From an optimization exercise on the open Yosys and OpenROAD flow, aimed at small area, a short achievable clock period and few clock cycles per item; shortcuts taken in it are not production practice. Where RTL was checked, it was by simulation tests only, not by an equivalence proof against the original. Function not checked in runs 4, 5 and 7: the RTL went through the layout flow alone.

==> design.v <==
localparam XLEN = 32;
localparam XLEN_BYTES = XLEN / 8;
localparam RESET_VECTOR = 32'h00000000;
localparam INSTR_LEN = 32;
localparam INSTR_LEN_BYTES = INSTR_LEN / 8;
localparam DATA_LEN = XLEN;
localparam DATA_LEN_BYTES = DATA_LEN / 8;
localparam INSTR_MEM_WIDTH = XLEN;
localparam INSTR_MEM_DEPTH = 1024;
localparam INSTR_MEM_ADDR_WIDTH = $clog2(INSTR_MEM_DEPTH * INSTR_MEM_WIDTH / 8);
localparam INSTR_MEM_TAG_WIDTH = XLEN;
localparam DATA_MEM_WIDTH = XLEN;
localparam DATA_MEM_DEPTH = 1024;
localparam DATA_MEM_ADDR_WIDTH = $clog2(DATA_MEM_DEPTH * DATA_MEM_WIDTH / 8);
localparam REG_FILE_DEPTH = 32;
localparam REG_FILE_ADDR_WIDTH = $clog2(REG_FILE_DEPTH);
typedef struct packed {
  logic [31:0]             instr;
  logic [XLEN-1:0]         instr_tag;
  logic [4:0]              rs1_addr;
  logic [4:0]              rs2_addr;
  logic [XLEN-1:0]         imm;
  logic                    imm_valid;
  logic [4:0]              rd_addr;
  logic [$clog2(XLEN)-1:0] shamt;
  logic                    predicted_taken;
  logic alu;
  logic rs1;
  logic rs2;
  logic imm12;
  logic rd;
  logic shimm5;
  logic imm20;
  logic pc;
  logic load;
  logic store;
  logic lsu;
  logic add;
  logic sub;
  logic land;
  logic lor;
  logic lxor;
  logic sll;
  logic sra;
  logic srl;
  logic slt;
  logic unsign;
  logic condbr;
  logic beq;
  logic bne;
  logic bge;
  logic blt;
  logic jal;
  logic by;
  logic half;
  logic word;
  logic mul;
  logic rs1_sign;
  logic rs2_sign;
  logic low;
  logic div;
  logic rem;
  logic mac;
  logic macrst;
  logic nop;
  logic legal;
} idu0_out_t;
typedef struct packed {
  logic alu;
  logic rs1;
  logic rs2;
  logic imm12;
  logic rd;
  logic shimm5;
  logic imm20;
  logic pc;
  logic load;
  logic store;
  logic lsu;
  logic add;
  logic sub;
  logic land;
  logic lor;
  logic lxor;
  logic sll;
  logic sra;
  logic srl;
  logic slt;
  logic unsign;
  logic condbr;
  logic beq;
  logic bne;
  logic bge;
  logic blt;
  logic jal;
  logic by;
  logic half;
  logic word;
  logic mul;
  logic rs1_sign;
  logic rs2_sign;
  logic low;
  logic div;
  logic rem;
  logic mac;
  logic macrst;
  logic nop;
  logic legal;
} decode_out_t;
typedef struct packed {
  logic [31:0]             instr;
  logic [XLEN-1:0]         instr_tag;
  logic [XLEN-1:0]         rs1_data;
  logic [XLEN-1:0]         rs2_data;
  logic [4:0]              rs1_addr;
  logic [4:0]              rs2_addr;
  logic [XLEN-1:0]         imm;
  logic                    imm_valid;
  logic [4:0]              rd_addr;
  logic [$clog2(XLEN)-1:0] shamt;
  logic                    predicted_taken;
  logic alu;
  logic rs1;
  logic rs2;
  logic imm12;
  logic rd;
  logic shimm5;
  logic imm20;
  logic pc;
  logic load;
  logic store;
  logic lsu;
  logic add;
  logic sub;
  logic land;
  logic lor;
  logic lxor;
  logic sll;
  logic sra;
  logic srl;
  logic slt;
  logic unsign;
  logic condbr;
  logic beq;
  logic bne;
  logic bge;
  logic blt;
  logic jal;
  logic by;
  logic half;
  logic word;
  logic mul;
  logic rs1_sign;
  logic rs2_sign;
  logic low;
  logic div;
  logic rem;
  logic mac;
  logic macrst;
  logic nop;
  logic legal;
} idu1_out_t;
typedef struct packed {
  logic [31:0] instr;
  logic [XLEN-1:0] instr_tag;
  logic [4:0] rs1_addr;
  logic [4:0] rs2_addr;
  logic [4:0] rd_addr;
  logic mul;
  logic mac;
  logic macrst;
  logic alu;
  logic div;
  logic lsu;
} last_issued_instr_t;
typedef enum logic [2:0] {
  LSU_IDLE,
  LSU_LOAD_1,
  LSU_LOAD_2,
  LSU_DONE
} lsu_state_t;
module dff #(
    parameter int WIDTH = 1
) (
    input logic [WIDTH-1:0] din,
    input logic             clk,
    output logic [WIDTH-1:0] dout
);
  always_ff @(posedge clk) begin
    dout[WIDTH-1:0] <= din[WIDTH-1:0];
  end
endmodule
module dff_rst #(
    parameter int WIDTH = 1,
    parameter logic [WIDTH-1:0] RESET_VAL = 0
) (
    input logic [WIDTH-1:0] din,
    input logic             clk,
    input logic             rst_n,
    output logic [WIDTH-1:0] dout
);
  always_ff @(posedge clk) begin
    if (!rst_n) dout[WIDTH-1:0] <= RESET_VAL[WIDTH-1:0];
    else dout[WIDTH-1:0] <= din[WIDTH-1:0];
  end
endmodule
module dff_rst_flush #(
    parameter int WIDTH = 1,
    parameter logic [WIDTH-1:0] RESET_VAL = 0
) (
    input logic [WIDTH-1:0] din,
    input logic             clk,
    input logic             rst_n,
    input logic             flush,
    output logic [WIDTH-1:0] dout
);
  logic [WIDTH-1:0] din_i;
  logic [WIDTH-1:0] dout_i;
  assign din_i[WIDTH-1:0] = (flush) ? RESET_VAL[WIDTH-1:0] : din[WIDTH-1:0];
  assign dout[WIDTH-1:0]  = (flush) ? RESET_VAL[WIDTH-1:0] : dout_i[WIDTH-1:0];
  dff_rst_en #(WIDTH, RESET_VAL) dff_rst_inst (
      .din(din_i[WIDTH-1:0]),
      .clk(clk),
      .rst_n(rst_n),
      .en(~flush),
      .dout(dout_i[WIDTH-1:0])
  );
endmodule
module dff_rst_vector #(
    parameter int WIDTH = 1,
    parameter logic [WIDTH-1:0] RESET_VAL = 0
) (
    input  logic [WIDTH-1:0] din,
    input  logic             clk,
    input  logic             rst_n,
    input  logic [WIDTH-1:0] reset_val,
    output logic [WIDTH-1:0] dout
);
  always_ff @(posedge clk) begin
    if (!rst_n) dout[WIDTH-1:0] <= reset_val[WIDTH-1:0];
    else dout[WIDTH-1:0] <= din[WIDTH-1:0];
  end
endmodule
module dff_rst_en #(
    parameter int WIDTH = 1,
    parameter logic [WIDTH-1:0] RESET_VAL = 0
) (
    input logic [WIDTH-1:0] din,
    input logic             clk,
    input logic             rst_n,
    input logic             en,
    output logic [WIDTH-1:0] dout
);
  dff_rst #(WIDTH, RESET_VAL) dff_rst_inst (
      .din((en) ? din[WIDTH-1:0] : dout[WIDTH-1:0]),
      .*
  );
endmodule
module dff_rst_en_flush #(
    parameter int WIDTH = 1,
    parameter logic [WIDTH-1:0] RESET_VAL = 0
) (
    input logic [WIDTH-1:0] din,
    input logic             clk,
    input logic             rst_n,
    input logic             en,
    input logic             flush,
    output logic [WIDTH-1:0] dout
);
  logic [WIDTH-1:0] din_i;
  logic [WIDTH-1:0] dout_i;
  assign din_i[WIDTH-1:0] = (flush) ? RESET_VAL[WIDTH-1:0] : din[WIDTH-1:0];
  assign dout[WIDTH-1:0]  = (flush) ? RESET_VAL[WIDTH-1:0] : dout_i[WIDTH-1:0];
  dff_rst_en #(WIDTH, RESET_VAL) dff_rst_en_inst (
      .din  (din_i[WIDTH-1:0]),
      .clk  (clk),
      .rst_n(rst_n),
      .en   (en),
      .dout (dout_i[WIDTH-1:0])
  );
endmodule
module dff_rst_en_vector #(
    parameter int WIDTH = 1,
    parameter logic [WIDTH-1:0] RESET_VAL = 0
) (
    input logic [WIDTH-1:0] din,
    input logic             clk,
    input logic             rst_n,
    input logic [WIDTH-1:0] reset_val,
    input logic             en,
    output logic [WIDTH-1:0] dout
);
  dff_rst_vector #(WIDTH, RESET_VAL) dff_rst_inst (
      .din((en) ? din[WIDTH-1:0] : dout[WIDTH-1:0]),
      .*
  );
endmodule
module pc #(
    parameter int PC_WIDTH = 32,
    parameter logic [PC_WIDTH-1:0] INC_AMOUNT = 4
) (
    input logic                  clk,
    input logic                  rst_n,
    input logic [PC_WIDTH-1:0]   reset_vector,
    input logic                  load,
    input logic                  inc,
    input logic                  stall,
    input logic                  predict_take_branch,
    input logic [PC_WIDTH-1:0]   predict_target_pc_in,
    input  logic [PC_WIDTH-1:0] pc_in,
    output logic [PC_WIDTH-1:0] pc_out,
    output logic                pc_out_valid
);
    logic [PC_WIDTH-1:0] pc_d, pc_q;
    logic update_pc;
    dff_rst_en_vector #(PC_WIDTH) pc_dff (
        .clk      (clk),
        .rst_n    (rst_n),
        .reset_val(reset_vector[PC_WIDTH-1:0]),
        .en       (update_pc),
        .din      (pc_d[PC_WIDTH-1:0]),
        .dout     (pc_q[PC_WIDTH-1:0])
    );
    logic [PC_WIDTH-1:0] last_pc;
    always_ff @(posedge clk) begin
        if (!rst_n) begin
            last_pc <= 'b0;
        end else if (!stall) begin
            last_pc <= pc_q;
        end
    end
  always_comb begin
        pc_out_valid = 1'b1;  
        if (load) begin
            update_pc = 1'b1;
            pc_d = pc_in;
        end else if (stall) begin
            update_pc = 1'b0;
            pc_d = 'b0;  
        end else if (predict_take_branch) begin
            update_pc = 1'b1;
            pc_d = predict_target_pc_in + 4;
        end else if (inc) begin
            update_pc = 1'b1;
            pc_d = pc_q + INC_AMOUNT;
        end else begin
            update_pc = 1'b0;
            pc_d = 'b0;  
            pc_out_valid = 1'b0;
        end
    end
    assign pc_out[PC_WIDTH-1:0] = (stall) ? last_pc[PC_WIDTH-1:0] : pc_q[PC_WIDTH-1:0];
endmodule
module twoscomp #(
    parameter WIDTH = 32
) (
    input logic [WIDTH-1:0] din,
    output logic [WIDTH-1:0] dout
);
  logic [WIDTH-1:1] dout_temp;   
  genvar i;
  for (i = 1; i < WIDTH; i++) begin : flip_after_first_one
    assign dout_temp[i] = (|din[i-1:0]) ? ~din[i] : din[i];
  end : flip_after_first_one
  assign dout[WIDTH-1:0] = {dout_temp[WIDTH-1:1], din[0]};
endmodule   
module tv_div (
    input  logic        clk,
    input  logic        rst_n,
    input  logic        start,          
    input  logic        op_unsigned,    
    input  logic        op_rem,         
    input  logic [31:0] dividend,
    input  logic [31:0] divisor,
    output logic        busy,
    output logic        result_valid,
    output logic [31:0] result
);
  localparam int M  = 2;            
  localparam int LM = $clog2(M);
  localparam int DW = 32 + M - 1;   
  localparam logic [1:0] S_IDLE = 2'd0, S_ALIGN = 2'd1, S_ITER = 2'd2, S_DONE = 2'd3;
  logic [1:0]    state;
  logic [31:0]   r, q;
  logic [DW-1:0] d;
  logic [4:0]    cnt;
  logic          rem, neg;
  function automatic logic [5:0] lzc32(input logic [31:0] x);
    lzc32 = 6'd32;
    for (int i = 0; i < 32; i++) if (x[i]) lzc32 = 6'(31 - i);
  endfunction
  wire align = (state == S_ALIGN);
  wire iter  = (state == S_ITER);
  logic [31:0]   rs   [0:M];
  logic [M-1:0]  g;
  logic [DW:0]   diff [0:M-1];
  logic [5:0]    lz_r, lz_d;
  logic [5:0]    sh;
  logic          dz, lt, same;
  assign lz_r = lzc32(r);
  assign lz_d = lzc32(d[31:0]);
  assign sh   = lz_d - lz_r;          
  assign dz   = lz_d[5];              
  assign same = (lz_r == lz_d);
  always_comb begin
    rs[0] = r;
    for (int j = 0; j < M; j++) begin
      diff[j] = {1'b0, {(DW - 32){1'b0}}, rs[j]} - {1'b0, (d >> j)};
      if (j == 0) g[M-1-j] = ~diff[j][DW] & (iter | (align & same));
      else        g[M-1-j] = ~diff[j][DW] & iter;
      rs[j+1] = g[M-1-j] ? diff[j][31:0] : rs[j];
    end
  end
  assign lt = diff[0][DW];            
  wire done0  = align & lt;           
  wire signed_op = ~op_unsigned;
  assign busy         = (state == S_ITER) | (align & ~lt);
  assign result_valid = (state == S_DONE) | done0;
  wire cap = start & ~busy;
  wire [31:0] abs_a = (signed_op & dividend[31]) ? 32'(-dividend) : dividend;
  wire [31:0] abs_b = (signed_op & divisor[31]) ? 32'(-divisor) : divisor;
  logic [5:0] sh_pad;
  assign sh_pad = sh | 6'(M - 1);
  always_ff @(posedge clk) begin
    if (!rst_n) state <= S_IDLE;
    else begin
      case (state)
        S_ALIGN: state <= lt ? (cap ? S_ALIGN : S_IDLE) : ((dz | same) ? S_DONE : S_ITER);
        S_ITER:  state <= (cnt == 5'd0) ? S_DONE : S_ITER;
        default: state <= cap ? S_ALIGN : S_IDLE;
      endcase
    end
  end
  always_ff @(posedge clk) begin
    cnt <= align ? 5'(sh_pad >> LM) : cnt - 5'd1;
    if (cap) begin
      r   <= abs_a;
      d   <= DW'(abs_b);
      rem <= op_rem;
      neg <= signed_op & (op_rem ? dividend[31] : (dividend[31] ^ divisor[31]));
    end else begin
      r <= rs[M];
      d <= align ? (DW'(d[31:0]) << sh_pad[4:0]) : (d >> M);
      if (align & dz & ~rem) neg <= 1'b0;
    end
    q <= align ? {{31{dz}}, dz | g[M-1]} : {q[31-M:0], g};
  end
  wire [31:0] x = rem ? r : (align ? 32'd0 : q);
  assign result = neg ? -x : x;
endmodule
==> run.sh <==
#!/bin/bash
# synth_recipe.tcl (not shown) runs the flow's synth.tcl, then flattens the netlist and writes it again
# the make line also repeats each setting of config.mk as NAME=value (left out here)
make -C /OpenROAD-flow-scripts/flow DESIGN_CONFIG=/design/flow/config.mk WORK_HOME=/design/flow/orfs CLKGATE_MAP_FILE= SYNTH_SCRIPT=/design/flow/synth_recipe.tcl finish
==> config.mk <==
export PLATFORM = sky130hd
export DESIGN_NAME = tv_div
export DESIGN_NICKNAME = tv_div
export VERILOG_FILES = /design/flow/design.v
export SDC_FILE = /design/flow/constraint.sdc
export NUM_CORES = 4
export LEC_CHECK = 0
export ABC_AREA = 1
export CAP_MARGIN = 20
export CORE_MARGIN = 2
export CORE_UTILIZATION = 40
export SETUP_SLACK_MARGIN = 3.5
export SLEW_MARGIN = 20
==> constraint.sdc <==
create_clock -name core_clock -period 7.5 [get_ports {clk}]
set_input_delay 1.5000 -clock core_clock [delete_from_list [all_inputs] [get_ports {clk}]]
set_output_delay 1.5000 -clock core_clock [all_outputs]
set_load 0.01 [all_outputs]
==> results.tsv, run 1 <==
metric	value	unit
drive_gt1_share	18.6	%
max_slew_margin	41.5	%
boundaryPins	103	
yosys.area.top_type	dfxtp_1	
cts_made_buffers	9	
htree_levels	3	
cp-startpoint	d[1]$_DFF_P_	
die_h	177	um
place.gp.congestion	0.946	
synthAdderAreaFrac	8.51	%
grt_first_pass_wirelength	73.4	mm
r2r_start	d[1]$_DFF_P_	
syn_inst	1995	
hold_viol	0	
area_delta_synth_final	32.7	%
grt_pass1_vias	13100	
grt.overflow.total	0	
worst_path_largest_cell_delay	0.38	ns
finalSetupViolCount	0	
grt_usage	30.3	%
synthSimpleGateAreaFrac	26.1	%
worst-path-max-fanout	5	
crit_arrival	6.02	ns
drtAntennaViolNets	0	
synth-edff-count	2	
dp_hpwl	33.5	mm
viasPerCell	5.56	
clk_path_buf_depth	2	
async_flop_share	0	%
multi_input_area	0.00941	sq mm
grt_start_max_net_pins	78	
fin_crit_sh	77.0	%
max_slew.worst_pin.slew	0.875	ns
tns	0	ns
post-route-drc-count	0	
crit_slowest_cell	dfxtp_4	
synth_warnings	3	
status	timing/DRC/antenna clean	
synthTopCellsByArea	dfxtp_1 17%, nand2_1 14%, o21ai_0 11%, ha_1 8.0%, inv_1 8.0%	
crit_required	7.75	ns
synthXorXnorAreaFrac	10.8	%
start_kind	register	
die_x	177	um
dieArea	0.0315	sq mm
cap_violations	0	
fin_crit	5.77	ns
synth_flop_cell	dfxtp_1	
ys_seq_elements	106	
yosysUniqueCellTypes	55	
ys_seq_area_share	17.8	%
synth_fp_nets	2144	
synth.top_cell.area_share	17.3	%
min_path_type	register to register	
initial_utilization	40.6	%
cts_tree	built	
num_vias	14300	
seqCellArea	0.00217	sq mm
wl_per_cell	18.9	um
synth_top_family_by_area	simple AND/OR/NAND/NOR gates	
antenna_found_initial	1	
syn_area	0.0120	sq mm
finalNonFillerCells	2579	
synth_compound_area_share	25.3	%
cts_sinks	106	
rows	63	
synthMuxAreaShare	0.333	%
fin_skew	0.00994	ns
worst_setup_path_end_kind	register	
drt_first_pass_iters	8	
core-area	0.0296	sq mm
port_buffers	102	
path_class	register to register	
slew_violations	0	
cts.clk_slew.worst_paths	0.07	ns
fin_nets	2334	
routed_wl	48.8	mm
dp_cells	2425	
insertion_delay	0.37	ns
postSynthAreaPerCell	6.03	sq um
fillCellCount	3026	
hp-start	q[10]$_DFF_P_	
cts-root-buf	clkbuf_16	
hold_buffers	0	
drt_iter0_drc	1925	
rsz0062_at_grt	yes	
crit_top_cell	buf_6	
fmax	173	MHz
-- synth_stat cells (15+ instances only) --
master    count
xor2_1       96
a21oi_1     109
a31oi_1      19
nand3_1      49
ha_1         77
inv_1       255
buf_2        15
nor3_1       34
nor2_1      192
o22ai_1      20
o21ai_1      73
nand2_1     435
dfxtp_1     104
xnor2_1      50
o21ai_0     274
clkbuf_1     49
-- path summary, 6_finish.rpt --
check	to	slack [ns]	cells after the start
max	r[4]$_DFF_P_	1.73	48
min	q[12]$_DFF_P_	0.46	2
max reg2reg	r[4]$_DFF_P_	1.73	48
min reg2reg	q[12]$_DFF_P_	0.46	2
-- per-layer routing --
layer | track usage [%] | part of all wire, % | routed length [um]
met1 | 44.0 | 45 | 22000
met2 | 45.4 | 41 | 20100
met3 | 4.67 | 10 | 4970
met4 | 9.90 | 3.4 | 1680
met5 | 0 | 0 | 0
-- stage by stage --
step | setup slack, ns | hold slack (ns) | util, % | cell area (sq um)
2_1_floorplan | 2.23 | 0.431 | - | 12200
4_1_cts | 1.94 | 0.461 | 52.3 | 15500
5_1_grt | 1.26 | 0.474 | 53.8 | 16000
3_5_place_dp | 0.928 | 0.445 | 45.2 | 13400
3_3_place_gp | 1.13 | 0.443 | 45.2 | 13400
6_report | 1.73 | 0.458 | 53.8 | 16000
-- cell type report --
type	count	area share [%]
multi-input cells	1551	59.0
repair buffers	246	15.5
flip-flops and latches	106	13.6
inverters	264	6.56
well taps	390	3.06
clock buffers	12	1.61
repair inverters	7	0.470
clock inverters	2	0.235
diodes	1	0.0157
-- registers in the layout, indices dropped and copies added, names as in the netlist --
signal and flops:
state 2, q 32, rem 1, cnt 5
neg 1, r 32, d 33
-- cell usage in the layout, fill, tap and decap left out, types with 45 or more instances in the layout --
master,n
nand3_1,45
xnor2_1,47
clkdlybuf4s50_1,75
ha_1,70
a21oi_1,103
xor2_1,92
buf_4,93
dfxtp_1,91
nand2_1,408
o21ai_0,194
inv_1,244
o21ai_1,97
nor2_1,173
o21ai_2,56
-- critical path, delay by kind of cell (launching register included) --
| kind | cells | cell delay [ns] |
|---|---|---|
| adder cells (fa/ha/maj) | 3 | 0.79 |
| buffers and inverters | 16 | 1.60 |
| AND/OR/NAND/NOR | 16 | 1.40 |
| AO/OA/AOI/OAI | 12 | 1.30 |
| XOR/XNOR | 1 | 0.18 |
| flip-flops | 1 | 0.38 |
-- kinds of logic after synthesis --
logic type / count (synthesis)
flops: 106
buf+inv: 339
compound gates: 559
simple gates: 760
fa+ha+maj: 80
xor+xnor: 147
mux: 4
-- what timing repair did --
item / in CTS / in global routing
setup endpoints to repair: 103 / 97
gates resized for setup: 263 / 144
gates cloned: 17 / 1
pin swaps: 76 / 36
buffers inserted: 100 / 21
Testbench counts, summed over its fixed seeds: cycles 10,373, divides 2,400.
==> run 2, diff against run 1 <==
--- a/config.mk
+++ b/config.mk
@@ -7,3 +7,2 @@
 export LEC_CHECK = 0
-export ABC_AREA = 1
 export CAP_MARGIN = 20
==> run 2 against run 1 <==
Still clean. Wire length increased by 11%. Final area increased by 7.3%. Via count increased by 4.0%. Area after synthesis increased by 1.6%. Cell count decreased by 8.5%. Core utilization increased by 3.5 points. Non-clock buffer count increased by 58. Sequential share of layout area decreased by 0.74 points. Clock skew increased by 0.0060 ns. Critical endpoint is now r[31]$_DFF_P_.
==> results.tsv, run 2 <==
metric	value	unit
status	timing/DRC/antenna clean	
drtAntennaViolNets	0	
grt_start_max_net_pins	55	
largestRegisters	d x33, q x32, r x32	
n_antenna_cell	0	
max_slew.worst_pin.slew	1.08	ns
rsz0062_at_grt	yes	
worst-path-max-fanout	6	
path_class	register to register	
insertion_delay	0.37	ns
place.gp.congestion	0.994	
cts-root-buf	clkbuf_16	
drt_first_pass_iters	5	
die_x	179	um
postSynthAreaPerCell	7.04	sq um
max_slew_margin	28.0	%
syn_inst	1735	
initial_utilization	40.9	%
wl_per_cell	23.0	um
core-area	0.0299	sq mm
fmax	166	MHz
ys_seq_area_share	17.5	%
fin_crit_sh	80.5	%
hold_viol	0	
area_delta_synth_final	40.2	%
rows	63	
cts_tree	built	
top_register	d	
drive_gt1_share	26.1	%
dieArea	0.0320	sq mm
drt_iter0_drc	1761	
ys_seq_elements	106	
slew_violations	0	
dp_hpwl	38.4	mm
grt_first_pass_wirelength	80.1	mm
clk_path_buf_depth	2	
num_vias	14900	
min_path_type	register to register	
synth_warnings	3	
cts_sinks	106	
grt_pass1_vias	13200	
cts_made_buffers	9	
synth_flop_cell	dfxtp_1	
crit_arrival	6.31	ns
final_cell_mix	182 x nand2_1, 155 x a21oi_1, 128 x buf_4	
port_buffers	102	
fin_skew	0.0159	ns
crit_required	7.78	ns
grt_usage	32.9	%
fin_nets	2113	
synth_commonest_cells	195 x nand2_1, 177 x a21oi_1, 152 x o21ai_0	
synth-edff-count	2	
layout_commonest_cell	nand2_1	
boundaryPins	103	
synth_fp_nets	1884	
async_flop_share	0	%
worst_setup_path_end_kind	register	
synth.top_cell.area_share	17.0	%
antenna_found_initial	2	
routed_wl	54.2	mm
synthTopCellsByArea	dfxtp_1 17%, ha_1 7.9%, a21oi_1 7.3%, xnor2_1 6.5%, o21ai_0 6.2%	
start_kind	register	
finalSetupViolCount	0	
syn_area	0.0122	sq mm
fin_crit	6.03	ns
die_h	179	um
hold_ws	0.440	ns
yosys.area.top_type	dfxtp_1	
synth.most_common_cell	nand2_1	
yosysUniqueCellTypes	79	
grt.overflow.total	0	
post-route-drc-count	0	
cts.clk_slew.worst_paths	0.07	ns
tns	0	ns
cap_violations	0	
htree_levels	3	
largest_reg_flops	33	
viasPerCell	6.32	
[run 2: cell count changes in the layout (fill, tap and decap cells not counted), moves of 38 or more]
cell and change:
a21oi_1 +52, inv_1 -170, nand2_1 -226, nor2_1 -46, o21ai_0 -83, o21ai_1 -79
xnor2_1 +38, xor2_1 -39
[run 2: repair_timing]
item                       4_1_cts  5_1_grt
pin swaps                       77       56
gates resized for setup        359      127
hold buffers                     0        0
buffers inserted               110       59
cloned                           8        0
setup endpoints to repair       99       98
[run 2: critical path, stage by stage (launching register included)]
cell	delay [ns]
dfxtp_4	0.36
nor2_4	0.12
o311ai_4	0.09
a311oi_2	0.25
o311ai_1	0.12
a311oi_1	0.27
o311ai_1	0.12
a311oi_1	0.33
nor3_1	0.11
o31a_1	0.25
ha_1	0.29
and4_1	0.19
and3_4	0.23
a21oi_4	0.09
buf_12	0.17
nor2_4	0.22
buf_6	0.14
mux2_4	0.31
ha_4	0.19
a211oi_2	0.22
nor2_1	0.06
or3_1	0.37
and3_4	0.19
a221oi_4	0.33
o31ai_4	0.11
or4_1	0.49
a31o_2	0.23
o211ai_1	0.10
[run 2: layer usage]
metal  GRT usage [%]  part of all wire, %
met1            48.4                   45
met2            49.1                   42
met3            5.05                  9.7
met4            9.38                  3.1
met5               0                0.015
[run 2: cell families (layout without fill, tap and decap cells)]
| kind of cell | count (synthesis) | after routing | share of synthesized area, % |
|---|---|---|---|
| compound gates | 621 | 623 | 32.6 |
| flops | 106 | 106 | 17.5 |
| simple gates | 564 | 566 | 21.7 |
| fa+ha+maj | 80 | 80 | 8.38 |
| xor+xnor | 146 | 146 | 10.5 |
| mux | 37 | 37 | 3.63 |
| buf+inv | 181 | 411 | 5.63 |
[run 2: worst paths after layout]
| path | from | to | slack, ns | depth (start not counted) |
|---|---|---|---|---|
| setup reg to reg | d[0]$_DFF_P_ | r[31]$_DFF_P_ | 1.47 | 27 |
| hold reg to reg | q[28]$_DFF_P_ | q[30]$_DFF_P_ | 0.44 | 2 |
| hold / removal | q[28]$_DFF_P_ | q[30]$_DFF_P_ | 0.44 | 2 |
| setup / recovery | d[0]$_DFF_P_ | r[31]$_DFF_P_ | 1.47 | 27 |
[run 2: cell type report]
type                            count  area, sq um
Clock buffer                       10          239
Clock inverter                      6         48.8
Fill cell                        2727        12700
Inverter                           91          365
Multi-Input combinational cell   1452        10900
Sequential cell                   106         2200
Tap cell                          390          488
Timing Repair Buffer              304         2900
[run 2: metrics by stage]
step | instance area [sq um] | utilization, % | std cells | setup slack [ns]
global route | 17100 | 57.3 | 2359 | 1.27
global placement | 13900 | 46.5 | 2166 | 0.764
CTS | 16100 | 53.9 | 2300 | 1.65
finish | 17100 | 57.3 | 2359 | 1.47
floorplan | 12600 | - | 1735 | 2.04
detailed placement | 13900 | 46.5 | 2166 | 0.642
==> run 3, diff against run 2 <==
--- a/config.mk
+++ b/config.mk
@@ -10,3 +10,2 @@
 export CORE_UTILIZATION = 40
-export SETUP_SLACK_MARGIN = 3.5
 export SLEW_MARGIN = 20
==> run 3 against run 2 <==
Non-clock buffer count fell by 160. Sequential cell count stayed put. Via count fell by 9.8%. Critical endpoint is now r[12]$_DFF_P_. Still clean. Area after synthesis is the same. Highest routed layer is now met4. Register-to-register slack got worse by 1.0 ns. Hold slack lost 0.0072 ns.
==> results.tsv, run 3 <==
metric	value	unit
drt_iter0_drc	1584	
yosys.area.top_type	dfxtp_1	
postSynthAreaPerCell	7.04	sq um
cap_violations	0	
syn_area	0.0122	sq mm
synth_fp_nets	1884	
boundaryPins	103	
crit_required	7.76	ns
yosysUniqueCellTypes	79	
max_slew.worst_pin.slew	1.09	ns
drt_first_pass_iters	5	
fin_skew	0.0139	ns
largestRegisters	d x33, q x32, r x32	
status	timing/DRC/antenna clean	
top_register	d	
post_cts_resized	0	
start_kind	register	
fmax	142	MHz
viasPerCell	6.13	
largest_reg_flops	33	
path_class	register to register	
synth_warnings	3	
htree_levels	3	
fin_nets	1949	
routed_wl	46.7	mm
grt_pass1_vias	12100	
rows	63	
cts_made_buffers	9	
die_h	179	um
synth.most_common_cell	nand2_1	
synth_flop_cell	dfxtp_1	
crit_arrival	7.29	ns
port_buffers	102	
cts_setup_buffers	0	
clk_path_buf_depth	2	
fillCellCount	3106	
hold_viol	0	
core-area	0.0299	sq mm
grt_first_pass_wirelength	71.5	mm
tns	0	ns
worst-path-max-fanout	29	
syn_inst	1735	
fin_crit	7.04	ns
hold_buffers	0	
grt-busiest-layer	met1	
antenna_found_initial	0	
post-route-drc-count	0	
met1_usage	45.2	%
synth_commonest_cells	195 x nand2_1, 177 x a21oi_1, 152 x o21ai_0	
grt_util_met3	5.77	%
finalSetupViolCount	0	
async_flop_share	0	%
ys_seq_elements	106	
layout_commonest_cell	nand2_1	
grt_usage	29.1	%
n_antenna_cell	0	
cts.clk_slew.worst_paths	0.08	ns
cts-root-buf	clkbuf_16	
num_vias	13400	
insertion_delay	0.37	ns
synth.top_cell.area_share	17.0	%
synthTopCellsByArea	dfxtp_1 17%, ha_1 7.9%, a21oi_1 7.3%, xnor2_1 6.5%, o21ai_0 6.2%	
fin_crit_sh	93.8	%
grt.overflow.total	0	
max_slew_margin	27.0	%
die_x	179	um
cts_tree	built	
drtAntennaViolNets	0	
initial_utilization	40.9	%
grt_use_met2	41.1	%
area_delta_synth_final	15.1	%
drive_gt1_share	6.15	%
rsz0062_at_grt	no	
place.gp.congestion	0.991	
min_path_type	register to register	
dieArea	0.0320	sq mm
wl_per_cell	21.3	um
slew_violations	0	
ys_seq_area_share	17.5	%
worst_setup_path_end_kind	register	
cts_sinks	106	
synth-edff-count	2	
grt_start_max_net_pins	52	
final_cell_mix	195 x nand2_1, 177 x a21oi_1, 152 x o21ai_0	
dp_hpwl	37.2	mm
==> run 3: layer usage <==
layer  part of all wire, %  routed length, um  vias to the layer above
met5                     0                  0                        -
met4                   1.4                666                        0
met3                   9.5               4440                       45
met2                    40              18600                      573
met1                    49              23000                     6306
li1                      -                  -                     6525
==> run 3: worst paths after layout <==
check | slack [ns] | start | to | cells after the start
setup reg to reg | 0.46 | d[3]$_DFF_P_ | r[12]$_DFF_P_ | 27
hold reg to reg | 0.43 | q[18]$_DFF_P_ | q[20]$_DFF_P_ | 2
hold / removal | 0.43 | q[18]$_DFF_P_ | q[20]$_DFF_P_ | 2
setup / recovery | 0.46 | d[3]$_DFF_P_ | r[12]$_DFF_P_ | 27
==> run 3: kinds of logic after synthesis <==
logic type | share of synthesized area (%)
xor+xnor | 10.5
flops | 17.5
buf+inv | 5.63
mux | 3.63
simple gates | 21.7
compound gates | 32.6
fa+ha+maj | 8.38
==> run 3: critical path: stages, from the launching register on <==
cell and delay, ns:
dfxtp_1 0.47, o311ai_0 0.18, a311oi_1 0.36, o311ai_0 0.16, a311oi_1 0.31, o311ai_0 0.19
a311oi_1 0.39, nor3_1 0.11, o31a_1 0.26, ha_1 0.30, and4_1 0.17, and3_1 0.26
a21oi_1 0.10, buf_4 0.24, o21ai_0 0.26, o21a_1 0.17, ha_1 0.17, inv_1 0.06
fa_1 0.42, a211oi_1 0.32, o21ai_0 0.22, a21oi_1 0.30, o41ai_2 0.14, a211oi_1 0.38
o31a_1 0.25, buf_12 0.19, nand2_1 0.17, o221a_2 0.35
==> run 3: cell type report <==
| cell class | count | area, sq um | share of cell area [%] |
|---|---|---|---|
| multi-input combinational | 1448 | 9440 | 67.1 |
| sequential | 106 | 2140 | 15.2 |
| timing repair buffer | 144 | 1360 | 9.68 |
| tap | 390 | 488 | 3.47 |
| inverter | 91 | 342 | 2.43 |
| clock buffer | 10 | 239 | 1.70 |
| clock inverter | 6 | 48.8 | 0.347 |
==> run 3: stage by stage <==
stage,std cells,instance area [sq um],worst slack (ns),utilization [%],hold slack [ns]
after detailed placement,2179,13800,0.552,46.0,0.420
after CTS,2195,14000,0.511,47.0,0.437
after global routing,2195,14100,0.0235,47.1,0.452
after global placement,2179,13800,0.647,46.0,0.421
final,2195,14100,0.462,47.1,0.433
after floorplan,1735,12200,1.37,-,0.409
==> run 4, diff against run 3 <==
--- a/design.v
+++ b/design.v
@@ -388,4 +388,25 @@
   function automatic logic [5:0] lzc32(input logic [31:0] x);
-    lzc32 = 6'd32;
-    for (int i = 0; i < 32; i++) if (x[i]) lzc32 = 6'(31 - i);
+    logic [15:0] v1; logic [15:0] c1;
+    logic [7:0]  v2; logic [1:0] c2 [8];
+    logic [3:0]  v3; logic [2:0] c3 [4];
+    logic [1:0]  v4; logic [3:0] c4 [2];
+    logic [4:0]  c5;
+    for (int i = 0; i < 16; i++) begin
+      v1[i] = x[2*i+1] | x[2*i];
+      c1[i] = ~x[2*i+1];
+    end
+    for (int i = 0; i < 8; i++) begin
+      v2[i] = v1[2*i+1] | v1[2*i];
+      c2[i] = v1[2*i+1] ? {1'b0, c1[2*i+1]} : {1'b1, c1[2*i]};
+    end
+    for (int i = 0; i < 4; i++) begin
+      v3[i] = v2[2*i+1] | v2[2*i];
+      c3[i] = v2[2*i+1] ? {1'b0, c2[2*i+1]} : {1'b1, c2[2*i]};
+    end
+    for (int i = 0; i < 2; i++) begin
+      v4[i] = v3[2*i+1] | v3[2*i];
+      c4[i] = v3[2*i+1] ? {1'b0, c3[2*i+1]} : {1'b1, c3[2*i]};
+    end
+    c5 = v4[1] ? {1'b0, c4[1]} : {1'b1, c4[0]};
+    lzc32 = (v4[1] | v4[0]) ? {1'b0, c5} : 6'd32;
   endfunction
--- a/config.mk
+++ b/config.mk
@@ -7,2 +7,3 @@
 export LEC_CHECK = 0
+export ABC_AREA = 1
 export CAP_MARGIN = 20
==> run 4 against run 3 <==
First-iteration DRC count increased by 32%. Die area grew 12%. Still clean on timing, DRC and antenna. Global-route usage rose by 5.6 points. Via count is 25% higher. Critical path depth grew 5. Hold slack gained 0.017 ns. Register-to-register slack improved by 0.55 ns. Fmax up 8.5%. Largest cell class unchanged. Core utilization is 1.4 points lower. Clock skew increased by 0.0020 ns.
==> results.tsv, run 4 <==
metric	value	unit
r2r_setup_slack	1.01	ns
area_delta_synth_final	12.0	%
grt.overflow.total	0	
num_vias	16800	
cts_tree	built	
fin_skew	0.0158	ns
slew_violations	0	
crit_top_cell	nand2_1	
grt_usage	34.8	%
fin_crit	6.49	ns
min_path_type	register to register	
boundaryPins	103	
ys_seq_elements	106	
hold_ws	0.450	ns
die_h	189	um
yosys.area.top_type	nand2_1	
crit_slowest_cell	dfxtp_1	
cap_violations	0	
hp-start	q[24]$_DFF_P_	
layout_commonest_cell	nand2_1	
core-area	0.0337	sq mm
viasPerCell	5.58	
start_kind	register	
drt_first_pass_iters	7	
post-place-ws	1.22	ns
syn_area	0.0137	sq mm
fin_crit_sh	86.5	%
postSynthAreaPerCell	5.50	sq um
cts_setup_buffers	0	
cts_sinks	106	
grt_start_max_net_pins	65	
status	timing/DRC/antenna clean	
synth-edff-count	2	
place.gp.congestion	1.07	
worst_setup_path_end_kind	register	
syn_inst	2495	
ys_seq_area_share	15.6	%
max_slew.worst_pin.slew	1.08	ns
hold_buffers	0	
hold_viol	0	
crit_required	7.72	ns
reg2regPathDepth	32	
worst-path-max-fanout	34	
drt_iter0_drc	2084	
final_cell_mix	819 x nand2_1, 320 x inv_1, 227 x nor2_1	
post_cts_resized	0	
cts.clk_slew.worst_paths	0.09	ns
dp_hpwl	52.2	mm
path_class	register to register	
fmax	154	MHz
routed_wl	63.6	mm
antenna_found_initial	1	
post-route-drc-count	0	
drive_gt1_share	2.70	%
synth.most_common_cell	nand2_1	
finalSetupViolCount	0	
holdPathEnd	q[26]$_DFF_P_	
die_x	189	um
htree_levels	3	
synth.top_cell.area_share	22.4	%
tns	0	ns
port_buffers	102	
yosysUniqueCellTypes	53	
grt_first_pass_wirelength	94.1	mm
worst_path_largest_cell_delay	0.55	ns
synthTopCellsByArea	nand2_1 22%, dfxtp_1 15%, inv_1 8.7%, nand3_1 8.2%, ha_1 7.0%	
drtAntennaViolNets	0	
rsz0062_at_grt	no	
synth_warnings	9	
synth_commonest_cells	819 x nand2_1, 320 x inv_1, 228 x nor2_1	
grt_pass1_vias	15300	
crit_arrival	6.71	ns
cts-root-buf	clkbuf_16	
wl_per_cell	21.2	um
worst_slack	1.01	ns
dieArea	0.0358	sq mm
cts_made_buffers	9	
async_flop_share	0	%
n_antenna_cell	0	
largestRegisters	d x33, q x32, r x32	
insertion_delay	0.37	ns
fin_nets	2698	
rows	67	
synth_flop_cell	dfxtp_1	
max_slew_margin	27.7	%
whs_path_depth	2	
synth_fp_nets	2644	
largest_reg_flops	33	
initial_utilization	40.8	%
top_register	d	
r2r-end	r[19]$_DFF_P_	
clk_path_buf_depth	2	
r2r_start	r[25]$_DFF_P_	
## run 4: critical path: cells and delay by family, from the launching register on
family	cells	cell delay, ns
adders and majority gates	3	1.12
AOI/OAI and AO/OA	2	0.37
and+or+nand+nor	22	3.46
DFF	1	0.55
buffers and inverters	5	0.83
## run 4: cell type report
| class | count | area (sq um) |
|---|---|---|
| clock inverter | 6 | 51.3 |
| tap | 448 | 561 |
| clock buffer | 9 | 225 |
| fill | 3788 | 18300 |
| multi-input combinational | 1983 | 10000 |
| sequential | 106 | 2140 |
| inverter | 327 | 1230 |
| timing repair buffer | 122 | 1170 |
## run 4: worst max path at each step
| stage | startpoint | end | slack [ns] |
|---|---|---|---|
| 6_report | r[25]$_DFF_P_ | r[19]$_DFF_P_ | 1.01 |
| 5_1_grt | r[25]$_DFF_P_ | r[12]$_DFF_P_ | 0.73 |
| 4_1_cts | r[25]$_DFF_P_ | r[19]$_DFF_P_ | 1.16 |
| 3_5_place_dp | r[25]$_DFF_P_ | r[19]$_DFF_P_ | 1.22 |
| 3_3_place_gp | r[25]$_DFF_P_ | r[27]$_DFF_P_ | 1.18 |
| 2_1_floorplan | d[30]$_DFF_P_ | r[10]$_DFF_P_ | 3.15 |
## run 4: cell families after synthesis
logic type / Yosys count / share of synthesized area, %
AND/OR/NAND/NOR: 1382 / 41.9
AO/OA/AOI/OAI: 410 / 16.2
buffers and inverters: 406 / 11.7
XOR/XNOR: 109 / 6.95
flip-flops: 106 / 15.6
adder cells (fa/ha/maj): 80 / 7.45
multiplexers: 2 / 0.146
## run 4: layer usage
layer / share of wire, % / GRT usage [%] / up-vias
met4: 2.4 / 7.69 / 2
met5: 0.12 / 1.37 / -
met1: 47 / 52.1 / 7710
li1: - / - / 8119
met3: 9.8 / 6.39 / 67
met2: 41 / 50.9 / 853
## run 4: per-stage QoR
stage / util, % / cell area, sq um / cells
global placement: 44.8 / 15100 / 2986
floorplan: - / 13700 / 2495
detailed placement: 44.8 / 15100 / 2986
CTS: 45.6 / 15400 / 3001
global route: 45.6 / 15400 / 3001
finish: 45.6 / 15400 / 3001
==> run 5, diff against run 4 <==
--- a/config.mk
+++ b/config.mk
@@ -7,3 +7,2 @@
 export LEC_CHECK = 0
-export ABC_AREA = 1
 export CAP_MARGIN = 20
==> run 5 against run 4 <==
Still clean on timing, DRC and antenna. First-iteration DRC count is 48% lower. Hold slack worse by 0.0044 ns. Sequential cell count stayed put. Wire length is 30% lower. Worst setup slack worse by 0.44 ns. Sequential share of layout area is 1.4 points higher. Die area is 10% lower. Final area is 9.2% lower. Register-to-register slack worse by 0.44 ns. Via count is 22% lower. Area after synthesis is 10% lower. Critical path type unchanged. Critical endpoint is now r[11]$_DFF_P_.
==> results.tsv, run 5 <==
metric	value	unit
status	timing/DRC/antenna clean	
grt_pass1_vias	12000	
post-route-drc-count	0	
drtAntennaViolNets	0	
cts_setup_buffers	0	
rows	64	
grt_first_pass_wirelength	68.7	mm
area_delta_synth_final	13.4	%
place.gp.congestion	0.942	
start_kind	register	
port_buffers	102	
fin_nets	1908	
cts_sinks	106	
crit_required	7.73	ns
die_x	179	um
syn_inst	1707	
slew_violations	0	
clk_path_buf_depth	2	
seqCellArea	0.00214	sq mm
num_vias	13100	
cts_tree	built	
synth.most_common_cell	nand2_1	
synthTopCellsByArea	dfxtp_1 17%, ha_1 7.8%, a21oi_1 6.8%, xnor2_1 6.8%, nand2_1 6.2%	
drt_first_pass_iters	6	
drt_iter0_drc	1087	
fin_skew	0.0118	ns
postSynthAreaPerCell	7.22	sq um
htree_levels	3	
n_antenna_cell	0	
fin_crit_sh	92.4	%
max_slew.worst_pin.slew	1.11	ns
cap_violations	0	
yosysUniqueCellTypes	87	
synth_commonest_cells	205 x nand2_1, 168 x a21oi_1, 152 x nor2_1	
drive_gt1_share	5.67	%
async_flop_share	0	%
hold_buffers	0	
path_class	register to register	
synth.top_cell.area_share	16.9	%
cts.clk_slew.worst_paths	0.08	ns
post-place-ws	0.823	ns
synth_fp_nets	1856	
cts_made_buffers	9	
yosys.area.top_type	dfxtp_1	
largestRegisters	d x33, q x32, r x32	
hold_viol	0	
initial_utilization	40.5	%
layout_commonest_cell	nand2_1	
boundaryPins	103	
routed_wl	44.8	mm
dieArea	0.0322	sq mm
worst_slack	0.572	ns
grt_usage	26.8	%
min_path_type	register to register	
synth_flop_cell	dfxtp_1	
cts-root-buf	clkbuf_16	
fmax	144	MHz
rsz0062_at_grt	no	
final_util	45.9	%
top_register	d	
synth-edff-count	2	
fin_crit	6.93	ns
core-area	0.0304	sq mm
die_h	179	um
synth_warnings	9	
worst_setup_path_end_kind	register	
multi_input_area	0.00951	sq mm
dp_hpwl	35.7	mm
crit_arrival	7.15	ns
max_slew_margin	25.9	%
insertion_delay	0.37	ns
grt.overflow.total	0	
antenna_found_initial	0	
ys_seq_elements	106	
final_cell_mix	204 x nand2_1, 168 x a21oi_1, 152 x nor2_1	
wl_per_cell	20.7	um
post_cts_resized	0	
grt_start_max_net_pins	56	
finalSetupViolCount	0	
ys_seq_area_share	17.4	%
fillCellCount	3153	
syn_area	0.0123	sq mm
tns	0	ns
viasPerCell	6.04	
worst-path-max-fanout	15	
largest_reg_flops	33	
## run 5: changes by cell type after synthesis, sizes merged, moves of 18 or more
| cell | previous run | this run |
|---|---|---|
| nor2 | 236 | 152 |
| xnor2 | 51 | 96 |
| mux2 | 0 | 26 |
| a211oi | 1 | 22 |
| o31ai | 4 | 22 |
| inv | 326 | 83 |
| nand3 | 227 | 38 |
| a21oi | 132 | 168 |
| nand2b | 0 | 24 |
| o21ai | 210 | 143 |
| nand2 | 821 | 206 |
| mux2i | 2 | 55 |
| a21o | 8 | 36 |
## run 5: per-stage QoR
stage,instances,area (sq um),hold slack (ns)
after global placement,2143,13700,0.426
after detailed placement,2143,13700,0.428
after CTS,2159,14000,0.447
after global routing,2160,14000,0.463
after floorplan,1707,12300,0.409
final,2160,14000,0.445
## run 5: routing by layer
layer,global-route usage (%),vias to the layer above,share of wire [%]
met5,0,-,0
met4,7.12,0,2.2
met3,3.08,46,8.2
met2,40.5,545,43
met1,39.9,6142,47
li1,-,6323,-
## run 5: area by class of cell
class / count / area share, %
clock buffer: 9 / 1.61
sequential: 106 / 15.3
inverter: 83 / 2.23
clock inverter: 7 / 0.439
timing repair buffer: 124 / 8.72
multi-input combinational: 1435 / 68.1
tap: 396 / 3.55
## run 5: worst max-delay path, cell delays in order (launching register included)
cell and delay (ns):
dfxtp_1 0.35, nor4_1 0.88, a221oi_1 0.21, o221a_2 0.29
nor2_1 0.11, o21ai_0 0.13, and3_1 0.25, a31oi_1 0.19
ha_1 0.25, and4_1 0.18, a41o_1 0.24, a21bo_2 0.42
mux2_2 0.39, ha_1 0.19, inv_1 0.07, fa_1 0.20
a21oi_1 0.09, nor2_1 0.17, o211ai_1 0.17, a21oi_1 0.33
o21ai_1 0.20, o21ai_1 0.17, buf_4 0.19, and2_1 0.44
buf_4 0.36, mux2i_1 0.22, mux2i_1 0.09
## run 5: kinds of logic (layout without fill, tap and decap cells)
family | count (synthesis) | after routing | share of synthesized area [%]
compound gates | 545 | 545 | 28.1
simple gates | 577 | 577 | 22.5
xor+xnor | 151 | 151 | 10.7
buf+inv | 166 | 223 | 5.56
fa+ha+maj | 80 | 80 | 8.31
flops | 106 | 106 | 17.4
mux | 82 | 82 | 7.46
## run 5: final timing paths
kind	startpoint	to	slack, ns	cells after the start
hold / removal	q[20]$_DFF_P_	q[22]$_DFF_P_	0.45	2
setup reg to reg	d[7]$_DFF_P_	r[11]$_DFF_P_	0.57	26
hold reg to reg	q[20]$_DFF_P_	q[22]$_DFF_P_	0.45	2
setup / recovery	d[7]$_DFF_P_	r[11]$_DFF_P_	0.57	26
==> run 6, diff against run 5 <==
--- a/design.v
+++ b/design.v
@@ -412,2 +412,10 @@
   endfunction
+  function automatic logic [31:0] cneg32(input logic [31:0] x, input logic s);
+    logic [31:0] o [6];   
+    o[0] = x;
+    for (int k = 0; k < 5; k++)
+      for (int i = 0; i < 32; i++)
+        o[k+1][i] = ((i >> k) & 1) ? (o[k][i] | o[k][((i >> k) << k) - 1]) : o[k][i];
+    cneg32 = x ^ ({32{s}} & {o[5][30:0], 1'b0});
+  endfunction
   wire align = (state == S_ALIGN);
@@ -440,4 +448,4 @@
   wire cap = start & ~busy;
-  wire [31:0] abs_a = (signed_op & dividend[31]) ? 32'(-dividend) : dividend;
-  wire [31:0] abs_b = (signed_op & divisor[31]) ? 32'(-divisor) : divisor;
+  wire [31:0] abs_a = cneg32(dividend, signed_op & dividend[31]);
+  wire [31:0] abs_b = cneg32(divisor, signed_op & divisor[31]);
   logic [5:0] sh_pad;
@@ -466,6 +474,7 @@
     end
-    q <= align ? {{31{dz}}, dz | g[M-1]} : {q[31-M:0], g};
+    if (cap) q <= 32'd0;
+    else     q <= {q[31-M:0], align ? {{(M-1){1'b0}}, g[M-1]} : g} | {32{align & dz}};
   end
-  wire [31:0] x = rem ? r : (align ? 32'd0 : q);
-  assign result = neg ? -x : x;
+  wire [31:0] x = rem ? r : q;
+  assign result = cneg32(x, neg);
 endmodule
--- a/config.mk
+++ b/config.mk
@@ -7,2 +7,3 @@
 export LEC_CHECK = 0
+export ABC_AREA = 1
 export CAP_MARGIN = 20
==> run 6 against run 5 <==
Area after synthesis grew 12%. Critical path depth rose by 6. Non-clock buffer count is 8 lower. Critical path type unchanged. Fmax rose by 22%. Register-to-register slack better by 1.2 ns. Final area up 9.5%. Synthesized cell count up 45%. First-iteration DRC count is 22% higher.
==> results.tsv, run 6 <==
metric	value	unit
htree_levels	3	
drt_iter0_drc	1328	
crit_slowest_cell	dfxtp_1	
port_buffers	102	
ys_seq_area_share	15.6	%
fin_crit_sh	75.9	%
drt_first_pass_iters	6	
fin_skew	0.0142	ns
wl_per_cell	19.0	um
die_x	189	um
postSynthAreaPerCell	5.57	sq um
fmax	176	MHz
grt.overflow.total	0	
synthTopCellsByArea	nand2_1 23%, dfxtp_1 15%, inv_1 9.4%, nand3_1 6.8%, ha_1 6.6%	
hold_viol	0	
die_h	189	um
finalNonFillerCells	2974	
async_flop_share	0	%
boundaryPins	103	
r2r_start	d[1]$_DFF_P_	
hold_buffers	0	
synth_compound_area_share	15.1	%
r2r_setup_slack	1.81	ns
cts_sinks	106	
clk_path_buf_depth	2	
reg2regPathDepth	32	
synth_top_family_by_area	simple AND/OR/NAND/NOR gates	
max_slew.worst_pin.slew	1.04	ns
post_cts_resized	0	
final_util	45.4	%
place.gp.congestion	1.07	
min_path_type	register to register	
cts_setup_buffers	0	
viasPerCell	5.30	
syn_inst	2468	
synth_fp_nets	2613	
r2r-end	r[2]$_DFF_P_	
fin_crit	5.69	ns
yosysUniqueCellTypes	57	
crit_top_cell	nand2_1	
grt_usage	31.3	%
initial_utilization	40.8	%
status	timing/DRC/antenna clean	
area_delta_synth_final	11.3	%
slew_violations	0	
core-area	0.0337	sq mm
dieArea	0.0359	sq mm
grt_start_max_net_pins	76	
cts-root-buf	clkbuf_16	
worst-path-max-fanout	35	
synthXorXnorAreaFrac	7.70	%
synthSimpleGateAreaFrac	41.1	%
rows	67	
grt_first_pass_wirelength	85.3	mm
largest_reg_flops	33	
path_class	register to register	
syn_area	0.0137	sq mm
synth.top_cell.area_share	22.9	%
synthMuxAreaShare	0.228	%
dp_hpwl	46.6	mm
rsz0062_at_grt	no	
layout_commonest_cell	nand2_1	
num_vias	15800	
max_slew_margin	30.6	%
top_register	d	
crit_required	7.77	ns
synth_flop_cell	dfxtp_1	
largestRegisters	d x33, q x32, r x32	
antenna_found_initial	2	
post-route-drc-count	0	
cap_violations	0	
ys_seq_elements	106	
routed_wl	56.4	mm
dp_cells	2957	
drive_gt1_share	4.67	%
fillCellCount	3782	
worst_setup_path_end_kind	register	
worst_path_largest_cell_delay	0.60	ns
fin_nets	2665	
yosys.area.top_type	nand2_1	
cp-startpoint	d[1]$_DFF_P_	
drtAntennaViolNets	0	
synth-edff-count	2	
final_cell_mix	839 x nand2_1, 345 x inv_1, 202 x nor2_1	
cts_made_buffers	9	
endpoint	r[2]$_DFF_P_	
grt_pass1_vias	15200	
synth_commonest_cells	839 x nand2_1, 345 x inv_1, 203 x nor2_1	
synth.most_common_cell	nand2_1	
insertion_delay	0.39	ns
synthAdderAreaFrac	7.08	%
finalSetupViolCount	0	
start_kind	register	
tns	0	ns
synth_warnings	12	
crit_arrival	5.97	ns
cts.clk_slew.worst_paths	0.08	ns
cts_tree	built	
==> run 6: changes by cell type in the layout (fill, tap and decap cells not counted), sizes merged, moves of 53 or more <==
cell / before / now
nand3: 38 / 193
a21oi: 168 / 105
xnor2: 96 / 39
nand2: 206 / 850
o21ai: 143 / 210
mux2i: 55 / 2
nor2: 152 / 228
inv: 86 / 369
==> run 6: cells by family (layout without fill, tap and decap cells) <==
kind of cell | after synthesis | in the layout
AOI/OAI and AO/OA | 377 | 377
xor gates and xnor gates | 120 | 120
adders and majority gates | 76 | 76
buffers and inverters | 446 | 503
DFF | 106 | 106
muxes | 3 | 3
other | 0 | 1
and+or+nand+nor | 1340 | 1340
==> run 6: worst min-delay path by stage <==
stage	startpoint	endpoint	depth (start not counted)	slack (ns)
after global placement	q[28]$_SDFF_PP0_	q[30]$_SDFF_PP0_	2	0.46
final	q[5]$_SDFF_PP0_	q[7]$_SDFF_PP0_	2	0.49
after CTS	q[18]$_SDFF_PP0_	q[20]$_SDFF_PP0_	2	0.49
after global routing	q[17]$_SDFF_PP0_	q[19]$_SDFF_PP0_	2	0.51
after detailed placement	q[27]$_SDFF_PP0_	q[29]$_SDFF_PP0_	2	0.46
after floorplan	q[23]$_SDFF_PP0_	q[25]$_SDFF_PP0_	2	0.44
==> run 6: worst max-delay path, delay by kind of cell, from the launching register on <==
family / cells / cell delay, ns
AND/OR/NAND/NOR: 25 / 3.14
flip-flops: 1 / 0.60
AO/OA/AOI/OAI: 1 / 0.54
buffers and inverters: 3 / 0.50
adder cells (fa/ha/maj): 3 / 0.78
==> run 6: metal layers <==
metal | global-route usage (%) | part of all wire (%) | vias to the layer above
met5 | 0 | 0 | -
met4 | 17.1 | 5.8 | 0
met3 | 5.73 | 5.5 | 150
met2 | 56.2 | 49 | 509
met1 | 34.9 | 40 | 7178
li1 | - | - | 7924
==> run 6: final cells by class <==
class / instances / area (sq um) / area share (%)
clock inverters: 6 / 51.3 / 0.335
inverters: 371 / 1390 / 9.10
repair buffers: 116 / 1130 / 7.36
multi-input cells: 1916 / 9790 / 64.0
well taps: 448 / 561 / 3.66
flip-flops and latches: 106 / 2140 / 14.0
clock buffers: 10 / 239 / 1.56
diodes: 1 / 2.50 / 0.0164
==> run 6: through the flow <==
| step | area [sq um] | hold slack [ns] | setup slack (ns) |
|---|---|---|---|
| finish | 15300 | 0.488 | 1.81 |
| detailed placement | 15000 | 0.460 | 1.92 |
| CTS | 15300 | 0.488 | 1.86 |
| global route | 15300 | 0.509 | 1.32 |
| global placement | 15000 | 0.464 | 1.91 |
| floorplan | 13700 | 0.441 | 3.20 |
Testbench counts of run 6, summed over its fixed seeds: cycles 10,373, divides 2,400.
==> run 7, diff against run 6 <==
--- a/design.v
+++ b/design.v
@@ -378,3 +378,3 @@
 );
-  localparam int M  = 2;            
+  localparam int M  = 1;            
   localparam int LM = $clog2(M);
==> run 7 against run 6 <==
Clock skew shrank 0.0019 ns. Fmax grew 13%. Critical path depth shrank 11. Wire length shrank 34%. Worst setup slack gained 0.65 ns. Core utilization grew 0.70 points. Final area shrank 19%. Synthesized cell count shrank 27%. Die area shrank 20%. Sequential share of layout area grew 5.9 points. Critical path type unchanged. Highest routed layer unchanged.
==> results.tsv, run 7 <==
metric	value	unit
status	timing/DRC/antenna clean	
grt_usage	26.0	%
whs_path_depth	2	
drt_iter0_drc	1356	
viasPerCell	5.32	
layout_commonest_cell	nand2_1	
boundaryPins	103	
fmax	198	MHz
dieArea	0.0286	sq mm
synth.top_cell.area_share	20.6	%
synth_commonest_cells	597 x nand2_1, 215 x inv_1, 170 x o21ai_0	
grt.overflow.total	0	
die_x	169	um
initial_utilization	40.5	%
clk_path_buf_depth	2	
ys_seq_elements	105	
worst_setup_path_end_kind	register	
num_vias	11800	
slew_violations	0	
yosys.area.top_type	nand2_1	
fin_nets	1977	
n_antenna_cell	0	
ys_seq_area_share	22.6	%
drtAntennaViolNets	0	
path_class	register to register	
cap_violations	0	
hp-start	q[28]$_SDFF_PN0_	
drive_gt1_share	3.69	%
min_path_type	register to register	
rsz0062_at_grt	no	
fin_crit_sh	67.2	%
worst-path-max-fanout	38	
dpl_cell_area	0.0121	sq mm
start_kind	register	
place.gp.congestion	1.02	
r2r-end	d[12]$_DFF_P_	
hold_viol	0	
area_delta_synth_final	13.8	%
htree_levels	3	
fin_skew	0.0124	ns
port_buffers	102	
insertion_delay	0.36	ns
met2WireLength	15.3	mm
synth_flop_cell	dfxtp_1	
crit_arrival	5.24	ns
postSynthAreaPerCell	6.03	sq um
route.met3.wl	3.25	mm
post_cts_resized	0	
cts.clk_slew.worst_paths	0.08	ns
dp_hpwl	30.0	mm
final_cell_mix	597 x nand2_1, 215 x inv_1, 170 x o21ai_0	
hold_buffers	0	
cts_setup_buffers	0	
max_slew_margin	40.0	%
finalSetupViolCount	0	
die_h	169	um
holdPathEnd	q[29]$_SDFF_PN0_	
reg2regPathDepth	21	
cts_sinks	105	
crit_required	7.70	ns
synth_warnings	12	
grt_start_max_net_pins	70	
syn_area	0.0109	sq mm
core-area	0.0269	sq mm
cts-root-buf	clkbuf_16	
yosysUniqueCellTypes	48	
async_flop_share	0	%
grt_first_pass_wirelength	58.5	mm
antenna_found_initial	1	
synthTopCellsByArea	nand2_1 21%, dfxtp_1 13%, edfxtp_1 9.9%, o21ai_0 7.8%, inv_1 7.4%	
cts_made_buffers	9	
routed_wl	37.4	mm
rows	60	
largestRegisters	d x32, q x32, r x32	
syn_inst	1805	
fin_crit	5.04	ns
synth-edff-count	36	
grt_pass1_vias	10600	
r2r_setup_slack	2.46	ns
wl_per_cell	16.9	um
max_slew.worst_pin.slew	0.900	ns
routed.top_layer	met4	
wl_met1	18.2	mm
synth_fp_nets	1917	
post-route-drc-count	0	
cts_tree	built	
stdcell_area	0.0124	sq mm
tns	0	ns
r2r_start	r[23]$_DFFE_PP_	
drt_first_pass_iters	5	
synth.most_common_cell	nand2_1	
==> run 7: cell type report <==
class / count / area [sq um]
tap: 341 / 427
fill: 2927 / 14500
multi-input combinational: 1412 / 7270
inverter: 222 / 833
timing repair buffer: 115 / 1120
sequential: 105 / 2460
clock inverter: 5 / 38.8
clock buffer: 11 / 243
==> run 7: worst max-delay path, stage by stage, from the launching register on <==
cell and delay [ns]:
edfxtp_1 0.49, nor2_1 0.17, nand2_1 0.11, nor2_1 0.22, nand2_2 0.12, clkinv_1 0.08, nand2_2 0.06, inv_2 0.09
o2111ai_1 0.12, nand2_1 0.10, ha_1 0.18, inv_1 0.06, fa_1 0.48, xnor2_2 0.18, buf_4 0.37, clkinv_1 0.71
nand3_1 0.31, nand2_1 0.09, o21ai_0 0.53, o22ai_1 0.16, nand2_1 0.08, o21ai_0 0.11
==> run 7: logic make-up after synthesis <==
kind of cell / share of synthesized area, %
compound gates: 17.6
simple gates: 34.5
fa+ha+maj: 5.08
mux: 0.735
xor+xnor: 8.77
flops: 22.6
buf+inv: 10.7
==> run 7: metal layers <==
layer  up-vias  GRT usage (%)
met3        38           3.58
met4         0           6.43
met2       514           38.3
met1      5270           39.7
met5         -              0
li1       5945              -
==> run 7: worst max-delay path by stage <==
stage / start / endpoint / cells after the start
floorplan: r[15]$_DFFE_PP_ / r[0]$_DFFE_PP_ / 19
global placement: r[23]$_DFFE_PP_ / d[12]$_DFF_P_ / 21
detailed placement: r[23]$_DFFE_PP_ / d[12]$_DFF_P_ / 21
CTS: r[23]$_DFFE_PP_ / d[12]$_DFF_P_ / 21
global route: r[23]$_DFFE_PP_ / d[12]$_DFF_P_ / 22
finish: r[23]$_DFFE_PP_ / d[12]$_DFF_P_ / 21
==> run 7: metrics by stage <==
stage | hold slack [ns] | utilization [%] | instances | setup WS (ns)
floorplan | 0.441 | - | 1805 | 3.79
finish | 0.475 | 46.1 | 2211 | 2.46
global route | 0.502 | 46.1 | 2211 | 2.19
global placement | 0.446 | 45.1 | 2195 | 2.56
detailed placement | 0.459 | 45.1 | 2195 | 2.57
CTS | 0.479 | 46.1 | 2211 | 2.56

==> port drivers added, routing unchanged <==
Ports are ideal in the flow. The routed layouts listed here were re-timed in OpenROAD.
Step 1: set_driving_cell puts a clkbuf_16 on clk and a buf_2 on each other input, an assumption about the parent block.
Step 2 moves the port delays by t, midway between the first and last clock arrival at a register: inputs arrive t later, outputs are due t later. That takes back most of the time a late clock gives input paths.
Three values: ideal, step 1, step 2; two values: the first two.
| run | shift t [ns] | setup slack, ns | hold slack, ns |
|---|---|---|---|
| run 1 | 0.410 | 1.725 / 1.725 / 1.725 | 0.458 / 0.458 / 0.458 |
| run 2 | 0.413 | 1.465 / 1.465 / 1.465 | 0.440 / 0.440 / 0.440 |
| run 3 | 0.409 | 0.462 / 0.462 / 0.462 | 0.433 / 0.433 / 0.433 |
| run 4 | 0.409 | 1.011 / 1.011 / 1.011 | 0.450 / 0.450 / 0.450 |
| run 5 | 0.413 | 0.572 / 0.572 / 0.572 | 0.445 / 0.445 / 0.445 |
| run 6 | 0.434 | 1.806 / 1.806 / 1.806 | 0.488 / 0.488 / 0.488 |
| run 7 | 0.406 | 2.461 / 2.461 / 2.461 | 0.475 / 0.475 / 0.475 |
After both steps setup and hold are still met in every run listed.
